This is an optimization exercise on Yosys and OpenROAD, whose aim is small area, not a production implementation. At most, simulation tests tie the RTL to the original design; equivalence was not proved. The clock input has no modelled driver; a real chip could not lean on it and would need a root buffer or a full tree. Power figures rest on the tool's default switching activity, not on a simulated workload.

## op_code
module op_code(
    input clk, reset_p,
    input [3:0] key_value,
    input key_valid,
    output [63:0] result_bcd,
    output [15:0] led
);
    reg        kv_prev;
    reg        stage;       
    reg  [1:0] op;          
    reg        busy;
    reg  [6:0] t;
    reg [31:0] R1, R2;
    reg [63:0] D;
    reg [15:0] L;
    reg        c;           
    assign result_bcd = D;
    assign led = L;
    genvar g;
    wire ev = key_valid & ~kv_prev;
    wire [3:0] k = key_value;
    wire is_op  = (k[1:0] == 2'b11);
    wire is_clr = (k == 4'hc);
    wire is_eq  = (k == 4'he);
    wire is_dig = ~is_op & ~is_clr & ~is_eq;
    reg [2:0] p; reg q0, ci;
    always @(*) begin
        p = 3'd0; q0 = 1'b0; ci = 1'b0;
        case (k)
            4'h0: p = 3'd1;
            4'h1: p = 3'd2;
            4'h2: p = 3'd3;
            4'h4: p = 3'd4;
            4'h5: p = 3'd5;
            4'h6: p = 3'd6;
            4'h8: p = 3'd7;
            4'h9: begin p = 3'd7; q0 = 1'b1; end
            4'ha: begin p = 3'd7; q0 = 1'b1; ci = 1'b1; end
            default: ;
        endcase
    end
    wire ent        = ev & is_dig;
    wire start_move = ev & ~stage & is_op;
    wire start_calc = ev & stage & is_eq;
    wire uclr       = ev & (stage ? (is_clr | is_op) : (is_clr | is_eq));
    wire P0  = busy & ~t[6] & ~t[5];
    wire P1  = busy & ~t[6] &  t[5];
    wire P2  = busy &  t[6];
    wire t0  = (t[4:0] == 5'd0);
    wire t31 = (t[4:0] == 5'd31);
    wire opm  = busy & stage;          
    wire calc = busy & ~stage;         
    wire mul = calc & (op == 2'b10);
    wire div = calc & (op == 2'b11);
    wire as  = calc & ~op[1];
    wire sub = op[0];
    wire MOVE  = P0 & calc;
    wire MULT  = P1 & mul;
    wire DIV   = P1 & div;
    wire ADD   = P1 & as & t0;
    wire CONV  = P2 & ~(div & t[5]);
    wire CHAIN = opm | CONV;           
    wire        x0 = ent ? q0 : ((DIV | ADD) & R1[31]);
    wire [31:0] X = {R2[30:0], x0};
    wire        m = ~ent & (~MULT | R1[31]);
    wire [31:0] Y = ({32{ent}} & {R2[28:0], p}) | ({32{m}} & D[31:0]);
    wire        cin = ent ? ci : (DIV | (ADD & sub));
    wire [32:0] cc;
    wire [31:0] S;
    assign cc[0] = cin;
    generate for (g = 0; g < 32; g = g + 1) begin : fa
        assign S[g] = X[g] ^ Y[g] ^ cc[g];
  ...
For scale: roughly 750 cells after synthesis, about 160 flip-flops, roughly 87 I/O pins, ~0.0077 mm2 of cells after synthesis.
export LEC_CHECK = 0
export CAP_MARGIN = 20
export CORE_MARGIN = 2
export CORE_UTILIZATION = 65
export CTS_BUF_LIST = sky130_fd_sc_hd__clkbuf_8
export CTS_CLUSTER_SIZE = 20
export SLEW_MARGIN = 20
create_clock -name core_clock -period 320.0 [get_ports {clk}]
standard.sh (not shown) runs the stock make flow with config.mk's settings and CLKGATE_MAP_FILE= SYNTH_SCRIPT=/design/flow/synth_recipe.tcl, a recipe that flattens the netlist after the stock synthesis.
==> flow/flow/run.sh <==
#!/bin/bash
# Own layout flow: the standard ORFS flow (standard.sh) with these changes
#  - synthesis maps the logic with an area-oriented ABC script (flow/abc.script);
#    registers are mapped before ABC runs, so they are the standard synthesis's
#  - the clock tree is built by flow/cts_custom.tcl (a root buffer and a few leaf
#    buffers, each driving an equal share of the registers) instead of
#    clock_tree_synthesis; the rest of the CTS step (legalizing, repair) is ORFS's
#  - extra ORFS variables from flow/make_args (one NAME=value per line), e.g.
#    the port buffer cell
# Each tool's full output is in orfs/logs/...; make's own output is in flow.log.
set -euo pipefail
W=$PWD
rm -rf "$W/scripts_mod"
cp -r "$FLOW_HOME/scripts" "$W/scripts_mod"
cp "$W/flow/abc.script" "$W/scripts_mod/abc_speed.script"
grep -q '^log_cmd clock_tree_synthesis {\*}\$cts_args$' "$W/scripts_mod/cts.tcl"
sed -i "s#^log_cmd clock_tree_synthesis {\*}\$cts_args\$#source $W/flow/cts_custom.tcl#" "$W/scripts_mod/cts.tcl"
grep -q "cts_custom.tcl" "$W/scripts_mod/cts.tcl"
args=("SCRIPTS_DIR=$W/scripts_mod")
if [[ -f "$W/flow/make_args" ]]; then
  while IFS= read -r line; do
    [[ -n "$line" && "$line" != \#* ]] && args+=("$line")
  done < "$W/flow/make_args"
fi
bash "$W/standard.sh" "${args[@]}" finish > "$W/flow.log" 2>&1
Other scripts of this flow, unchanged in this note and not shown: flow/flow/abc.script, flow/flow/cts_custom.tcl, flow/flow/make_args
The first run finished with timing, DRC and antenna clean.
==> next run, changes <==
--- a/flow/config.mk
+++ b/flow/config.mk
@@ -8,5 +8,5 @@
 export CAP_MARGIN = 20
 export CORE_MARGIN = 2
-export CORE_UTILIZATION = 65
+export CORE_UTILIZATION = 40
 export CTS_BUF_LIST = sky130_fd_sc_hd__clkbuf_8
 export CTS_CLUSTER_SIZE = 20
Result: Power is about the same; setup slack improves by 0.22 ns; fmax stays flat; critical path depth does not change; clock skew barely changes; register-to-register slack is better by 0.12 ns; global-route usage shrinks by 9.8 points.
No run of this note takes its clock network from TritonCTS; it comes from the design's own scripts or RTL.


The RTL this note starts from:
==> flow/design.v <==
`timescale 1ns / 1ps
module op_code(
    input clk, reset_p,
    input [3:0] key_value,
    input key_valid,
    output [63:0] result_bcd,
    output [15:0] led
);
    reg        kv_prev;
    reg        stage;       
    reg  [1:0] op;          
    reg        busy;
    reg  [6:0] t;
    reg [31:0] R1, R2;
    reg [63:0] D;
    reg [15:0] L;
    reg        c;           
    assign result_bcd = D;
    assign led = L;
    genvar g;
    wire ev = key_valid & ~kv_prev;
    wire [3:0] k = key_value;
    wire is_op  = (k[1:0] == 2'b11);
    wire is_clr = (k == 4'hc);
    wire is_eq  = (k == 4'he);
    wire is_dig = ~is_op & ~is_clr & ~is_eq;
    reg [2:0] p; reg q0, ci;
    always @(*) begin
        p = 3'd0; q0 = 1'b0; ci = 1'b0;
        case (k)
            4'h0: p = 3'd1;
            4'h1: p = 3'd2;
            4'h2: p = 3'd3;
            4'h4: p = 3'd4;
            4'h5: p = 3'd5;
            4'h6: p = 3'd6;
            4'h8: p = 3'd7;
            4'h9: begin p = 3'd7; q0 = 1'b1; end
            4'ha: begin p = 3'd7; q0 = 1'b1; ci = 1'b1; end
            default: ;
        endcase
    end
    wire ent        = ev & is_dig;
    wire start_move = ev & ~stage & is_op;
    wire start_calc = ev & stage & is_eq;
    wire uclr       = ev & (stage ? (is_clr | is_op) : (is_clr | is_eq));
    wire P0  = busy & ~t[6] & ~t[5];
    wire P1  = busy & ~t[6] &  t[5];
    wire P2  = busy &  t[6];
    wire t0  = (t[4:0] == 5'd0);
    wire t31 = (t[4:0] == 5'd31);
    wire opm  = busy & stage;          
    wire calc = busy & ~stage;         
    wire mul = calc & (op == 2'b10);
    wire div = calc & (op == 2'b11);
    wire as  = calc & ~op[1];
    wire sub = op[0];
    wire MOVE  = P0 & calc;
    wire MULT  = P1 & mul;
    wire DIV   = P1 & div;
    wire ADD   = P1 & as & t0;
    wire CONV  = P2 & ~(div & t[5]);
    wire CHAIN = opm | CONV;           
    wire        x0 = ent ? q0 : ((DIV | ADD) & R1[31]);
    wire [31:0] X = {R2[30:0], x0};
    wire        m = ~ent & (~MULT | R1[31]);
    wire [31:0] Y = ({32{ent}} & {R2[28:0], p}) | ({32{m}} & D[31:0]);
    wire        cin = ent ? ci : (DIV | (ADD & sub));
    wire [32:0] cc;
    wire [31:0] S;
    assign cc[0] = cin;
    generate for (g = 0; g < 32; g = g + 1) begin : fa
        assign S[g] = X[g] ^ Y[g] ^ cc[g];
        assign cc[g+1] = (X[g] & Y[g]) | (cc[g] & (X[g] ^ Y[g]));
    end endgenerate
    wire cout = cc[32];
    wire q = R2[31] | cout;            
    wire s = div ? R1[31] : R1[21];
    wire [64:1] Dn;
    generate for (g = 0; g < 16; g = g + 1) begin : dd
        wire [3:0] a = D[4*g +: 4];
        wire ge5 = (g < 8 ? CONV : 1'b1) & (a[3] | (a[2] & (a[1] | a[0])));
        assign Dn[4*g+4] = ge5 | a[3];
        assign Dn[4*g+3] = ge5 ? (a[3] & a[0]) : a[2];
        assign Dn[4*g+2] = ge5 ? ((a[1] & a[0]) | (a[3] & ~a[0])) : a[1];
        assign Dn[4*g+1] = a[0] ^ ge5;
    end endgenerate
    wire d0 = CONV ? s : (R2[31] ^ (div | sub));
    wire r1in = DIV ? (q & c) : (MOVE | ADD) ? sub : R2[31];
    wire [22:0] ic;
    assign ic[0] = (MULT | ADD) & cout;
    generate for (g = 0; g < 22; g = g + 1) begin : inc
        assign ic[g+1] = ic[g] & (g == 0 ? r1in : R1[g-1]);
    end endgenerate
    wire [31:0] R1sh = {R1[30:21], {R1[20:0], r1in} ^ ic[21:0]};
    wire Dlo_sh  = MOVE | CONV;
    wire Dclr    = P1 & t31;
    wire Dlo_hold = ~Dlo_sh & ~Dclr;
    wire Dhi_hold = ~CONV & ~Dclr;
    wire R1_sh   = CHAIN | MULT | DIV | ADD | (MOVE & as & ~t0);
    wire R2_S    = ~reset_p & (ent | MULT | ADD | (DIV & q));
    wire R2_sh   = ~reset_p & (CHAIN | MOVE | (DIV & ~q));
    wire R2_hold = ~reset_p & ~uclr & ~R2_S & ~R2_sh;
    wire r2in    = ((MOVE & as) | DIV) & R1[31];
    always @(posedge clk or posedge reset_p) begin
        if (reset_p) begin
            kv_prev <= 1'b0;
            stage <= 1'b0;
            busy <= 1'b0;
            t <= 7'd0;
            D <= 64'd0;
            L <= 16'd0;
        end else begin
            kv_prev <= key_valid;
            if (start_move) begin
                stage <= 1'b1;
                busy <= 1'b1;
                t <= 7'd0;
            end else if (start_calc) begin
                stage <= 1'b0;
                busy <= 1'b1;
                t <= 7'd0;
            end else if (busy) begin
                t <= t + 7'd1;
                if ((opm & t31) | (calc & t == 7'd117)) busy <= 1'b0;
            end
            D[31:0]  <= ({32{Dlo_sh}} & {Dn[31:1], d0}) | ({32{Dlo_hold}} & D[31:0]);
            D[63:32] <= ({32{CONV}} & Dn[63:32]) | ({32{Dhi_hold}} & D[63:32]);
            if (CONV) L <= {L[14:0], s};
        end
    end
    always @(posedge clk) begin
        if (start_move) op <= k[3:2];
        if (MOVE) c <= (c & ~t0) | R2[31];
        R2 <= ({32{R2_S}} & S) | ({32{R2_sh}} & {R2[30:0], r2in}) | ({32{R2_hold}} & R2);
        if (R1_sh) R1 <= R1sh;
    end
endmodule
export LEC_CHECK = 0
export CAP_MARGIN = 20
export CORE_MARGIN = 2
export CORE_UTILIZATION = 60
export CTS_BUF_LIST = sky130_fd_sc_hd__clkbuf_8
export CTS_CLUSTER_SIZE = 20
export SLEW_MARGIN = 20
create_clock -name core_clock -period 320.0 [get_ports {clk}]
==> flow/flow/run.sh <==
#!/bin/bash
# Own layout flow: the standard ORFS flow (standard.sh) with these changes
#  - synthesis maps the logic with an area-oriented ABC script (flow/abc.script);
#    registers are mapped before ABC runs, so they are the standard synthesis's
#  - extra ORFS variables from flow/make_args (one NAME=value per line), e.g.
#    the port buffer cell and the clock tree options
# Each tool's full output is in orfs/logs/...; make's own output is in flow.log.
set -euo pipefail
W=$PWD
rm -rf "$W/scripts_mod"
cp -r "$FLOW_HOME/scripts" "$W/scripts_mod"
cp "$W/flow/abc.script" "$W/scripts_mod/abc_speed.script"
args=("SCRIPTS_DIR=$W/scripts_mod")
if [[ -f "$W/flow/make_args" ]]; then
  while IFS= read -r line; do
    [[ -n "$line" && "$line" != \#* ]] && args+=("$line")
  done < "$W/flow/make_args"
fi
bash "$W/standard.sh" "${args[@]}" finish > "$W/flow.log" 2>&1
==> flow/flow/make_args <==
BUFFER_PORTS_ARGS=-buffer_cell sky130_fd_sc_hd__buf_1
DONT_USE_CELLS=sky130_fd_sc_hd__probe_p_8 sky130_fd_sc_hd__probec_p_8 sky130_fd_sc_hd__lpflow_bleeder_1 sky130_fd_sc_hd__lpflow_clkbufkapwr_1 sky130_fd_sc_hd__lpflow_clkbufkapwr_16 sky130_fd_sc_hd__lpflow_clkbufkapwr_2 sky130_fd_sc_hd__lpflow_clkbufkapwr_4 sky130_fd_sc_hd__lpflow_clkbufkapwr_8 sky130_fd_sc_hd__lpflow_clkinvkapwr_1 sky130_fd_sc_hd__lpflow_clkinvkapwr_16 sky130_fd_sc_hd__lpflow_clkinvkapwr_2 sky130_fd_sc_hd__lpflow_clkinvkapwr_4 sky130_fd_sc_hd__lpflow_clkinvkapwr_8 sky130_fd_sc_hd__lpflow_decapkapwr_12 sky130_fd_sc_hd__lpflow_decapkapwr_3 sky130_fd_sc_hd__lpflow_decapkapwr_4 sky130_fd_sc_hd__lpflow_decapkapwr_6 sky130_fd_sc_hd__lpflow_decapkapwr_8 sky130_fd_sc_hd__lpflow_inputiso0n_1 sky130_fd_sc_hd__lpflow_inputiso0p_1 sky130_fd_sc_hd__lpflow_inputiso1n_1 sky130_fd_sc_hd__lpflow_inputiso1p_1 sky130_fd_sc_hd__lpflow_inputisolatch_1 sky130_fd_sc_hd__lpflow_isobufsrc_1 sky130_fd_sc_hd__lpflow_isobufsrc_16 sky130_fd_sc_hd__lpflow_isobufsrc_2 sky130_fd_sc_hd__lpflow_isobufsrc_4 sky130_fd_sc_hd__lpflow_isobufsrc_8 sky130_fd_sc_hd__lpflow_isobufsrckapwr_16 sky130_fd_sc_hd__lpflow_lsbuf_lh_hl_isowell_tap_1 sky130_fd_sc_hd__lpflow_lsbuf_lh_hl_isowell_tap_2 sky130_fd_sc_hd__lpflow_lsbuf_lh_hl_isowell_tap_4 sky130_fd_sc_hd__lpflow_lsbuf_lh_isowell_4 sky130_fd_sc_hd__lpflow_lsbuf_lh_isowell_tap_1 sky130_fd_sc_hd__lpflow_lsbuf_lh_isowell_tap_2 sky130_fd_sc_hd__lpflow_lsbuf_lh_isowell_tap_4 sky130_fd_sc_hd__fill_1 sky130_fd_sc_hd__fill_2 sky130_fd_sc_hd__fill_4 sky130_fd_sc_hd__fill_8  sky130_fd_sc_hd__buf_6 sky130_fd_sc_hd__buf_8 sky130_fd_sc_hd__buf_12 sky130_fd_sc_hd__buf_16 sky130_fd_sc_hd__bufinv_8 sky130_fd_sc_hd__bufinv_16 sky130_fd_sc_hd__inv_6 sky130_fd_sc_hd__inv_8 sky130_fd_sc_hd__inv_12 sky130_fd_sc_hd__inv_16 sky130_fd_sc_hd__clkinv_8 sky130_fd_sc_hd__clkinv_16 sky130_fd_sc_hd__clkinvlp_4
CTS_ARGS=-sink_clustering_enable -repair_clock_nets -buf_list sky130_fd_sc_hd__clkbuf_8 -sink_clustering_size 20 -dont_use_dummy_load
Other scripts of this flow, unchanged in this note and not shown: flow/flow/abc.script
The baseline finished with timing, DRC and antenna clean.
Rerun with:
==> flow/flow/make_args (replaced) <==
BUFFER_PORTS_ARGS=-buffer_cell sky130_fd_sc_hd__buf_1
CTS_ARGS=-sink_clustering_enable -repair_clock_nets -buf_list sky130_fd_sc_hd__clkbuf_8 -root_buf sky130_fd_sc_hd__clkbuf_16 -sink_clustering_size 40 -sink_clustering_max_diameter 150 -sink_clustering_levels 1
CORE_UTILIZATION = 40   (was 60)
Outcome: The new run produced a clean layout; worst setup slack improves by 1100 ps; final cell count rises by 9.9%; die area rises by about 50%; sequential share of layout area falls by 1.5 points; register-to-register slack improves by 1100 ps; clock skew falls by 9.5 ps; non-clock buffer count stays the same; global-route usage falls by 7.9 points; worst hold slack improves by 9.9 ps; total power rises by 9.1%.
Rerun with:
==> flow/flow/make_args (replaced) <==
BUFFER_PORTS_ARGS=-buffer_cell sky130_fd_sc_hd__buf_1
DONT_USE_CELLS=sky130_fd_sc_hd__probe_p_8 sky130_fd_sc_hd__probec_p_8 sky130_fd_sc_hd__lpflow_bleeder_1 sky130_fd_sc_hd__lpflow_clkbufkapwr_1 sky130_fd_sc_hd__lpflow_clkbufkapwr_16 sky130_fd_sc_hd__lpflow_clkbufkapwr_2 sky130_fd_sc_hd__lpflow_clkbufkapwr_4 sky130_fd_sc_hd__lpflow_clkbufkapwr_8 sky130_fd_sc_hd__lpflow_clkinvkapwr_1 sky130_fd_sc_hd__lpflow_clkinvkapwr_16 sky130_fd_sc_hd__lpflow_clkinvkapwr_2 sky130_fd_sc_hd__lpflow_clkinvkapwr_4 sky130_fd_sc_hd__lpflow_clkinvkapwr_8 sky130_fd_sc_hd__lpflow_decapkapwr_12 sky130_fd_sc_hd__lpflow_decapkapwr_3 sky130_fd_sc_hd__lpflow_decapkapwr_4 sky130_fd_sc_hd__lpflow_decapkapwr_6 sky130_fd_sc_hd__lpflow_decapkapwr_8 sky130_fd_sc_hd__lpflow_inputiso0n_1 sky130_fd_sc_hd__lpflow_inputiso0p_1 sky130_fd_sc_hd__lpflow_inputiso1n_1 sky130_fd_sc_hd__lpflow_inputiso1p_1 sky130_fd_sc_hd__lpflow_inputisolatch_1 sky130_fd_sc_hd__lpflow_isobufsrc_1 sky130_fd_sc_hd__lpflow_isobufsrc_16 sky130_fd_sc_hd__lpflow_isobufsrc_2 sky130_fd_sc_hd__lpflow_isobufsrc_4 sky130_fd_sc_hd__lpflow_isobufsrc_8 sky130_fd_sc_hd__lpflow_isobufsrckapwr_16 sky130_fd_sc_hd__lpflow_lsbuf_lh_hl_isowell_tap_1 sky130_fd_sc_hd__lpflow_lsbuf_lh_hl_isowell_tap_2 sky130_fd_sc_hd__lpflow_lsbuf_lh_hl_isowell_tap_4 sky130_fd_sc_hd__lpflow_lsbuf_lh_isowell_4 sky130_fd_sc_hd__lpflow_lsbuf_lh_isowell_tap_1 sky130_fd_sc_hd__lpflow_lsbuf_lh_isowell_tap_2 sky130_fd_sc_hd__lpflow_lsbuf_lh_isowell_tap_4 sky130_fd_sc_hd__fill_1 sky130_fd_sc_hd__fill_2 sky130_fd_sc_hd__fill_4 sky130_fd_sc_hd__fill_8  sky130_fd_sc_hd__buf_6 sky130_fd_sc_hd__buf_8 sky130_fd_sc_hd__buf_12 sky130_fd_sc_hd__buf_16 sky130_fd_sc_hd__bufinv_8 sky130_fd_sc_hd__bufinv_16 sky130_fd_sc_hd__inv_6 sky130_fd_sc_hd__inv_8 sky130_fd_sc_hd__inv_12 sky130_fd_sc_hd__inv_16 sky130_fd_sc_hd__clkinv_8 sky130_fd_sc_hd__clkinv_16 sky130_fd_sc_hd__clkinvlp_4
CTS_ARGS=-sink_clustering_enable -repair_clock_nets -buf_list sky130_fd_sc_hd__clkbuf_8 -sink_clustering_size 20 -dont_use_dummy_load
Effect: Synthesized cell count does not change. Hold slack stays flat. Count of clock-buffer cells in the layout falls by 2.
Rerun with:
--- a/flow/flow/make_args
+++ b/flow/flow/make_args
@@ -3 +2,0 @@
-CTS_ARGS=-sink_clustering_enable -repair_clock_nets -buf_list sky130_fd_sc_hd__clkbuf_8 -sink_clustering_size 20 -dont_use_dummy_load
=>
- The changed run produced a clean layout
- wire length barely changes
- sequential share of layout area shrinks by 0.63 points
- hold slack improves by 4.4 ps
- fmax is about the same
- flip-flop and latch count stays the same
- global-route usage barely changes
- power climbs by 4.4%
- clock power is higher by 22%
- setup slack gets better by 15 ps
- die area does not change
- area after synthesis does not change
No run of this note included a check of the RTL's function; only the layout flow was run.

[re-timing with driven ports]
The results above use ideal ports. As a check the final layouts listed here were re-extracted and re-timed, cells and wires unchanged.
Step 1 assumes that a clkbuf_16 drives the clock port and a buf_2 every other input.
Step 2, shift: input delay + t, output delay - t, t = (earliest + latest rising clock arrival at the registers) / 2. This alone moves slack from input paths to output paths.
Three values: ideal ports, drivers, drivers and shift; two values: the first two.
run | shift t [ns] | slack for setup (ns) | worst hold slack (ns) | worst setup path after step 2 | cell pins on the clock port's net
the first run of note 1 | 0.447 | 235.495 / 235.507 / 235.061 | 0.438 / 0.438 / 0.438 | input to register | 1
the second run of note 1 | 0.442 | 235.710 / 235.727 / 235.285 | 0.434 / 0.434 / 0.434 | input to register | 1
the first run of note 2 | 0.473 | 234.710 / 234.722 / 234.249 | 0.412 / 0.412 / 0.412 | input to register | 1
the second run of note 2 | 0.426 | 235.782 / 235.807 / 235.380 | 0.422 / 0.422 / 0.422 | input to register | 1
the third run of note 2 | 0.482 | 235.465 / 235.483 / 235.002 | 0.424 / 0.424 / 0.424 | input to register | 1
the fourth run of note 2 | 0.484 | 235.480 / 235.499 / 235.015 | 0.429 / 0.429 / 0.429 | input to register | 1
After both steps setup and hold are still met in every run listed. The setup slack of the fourth run of note 2, which loses most, moves by +0.019 ns with the drivers and by -0.465 ns with both steps.
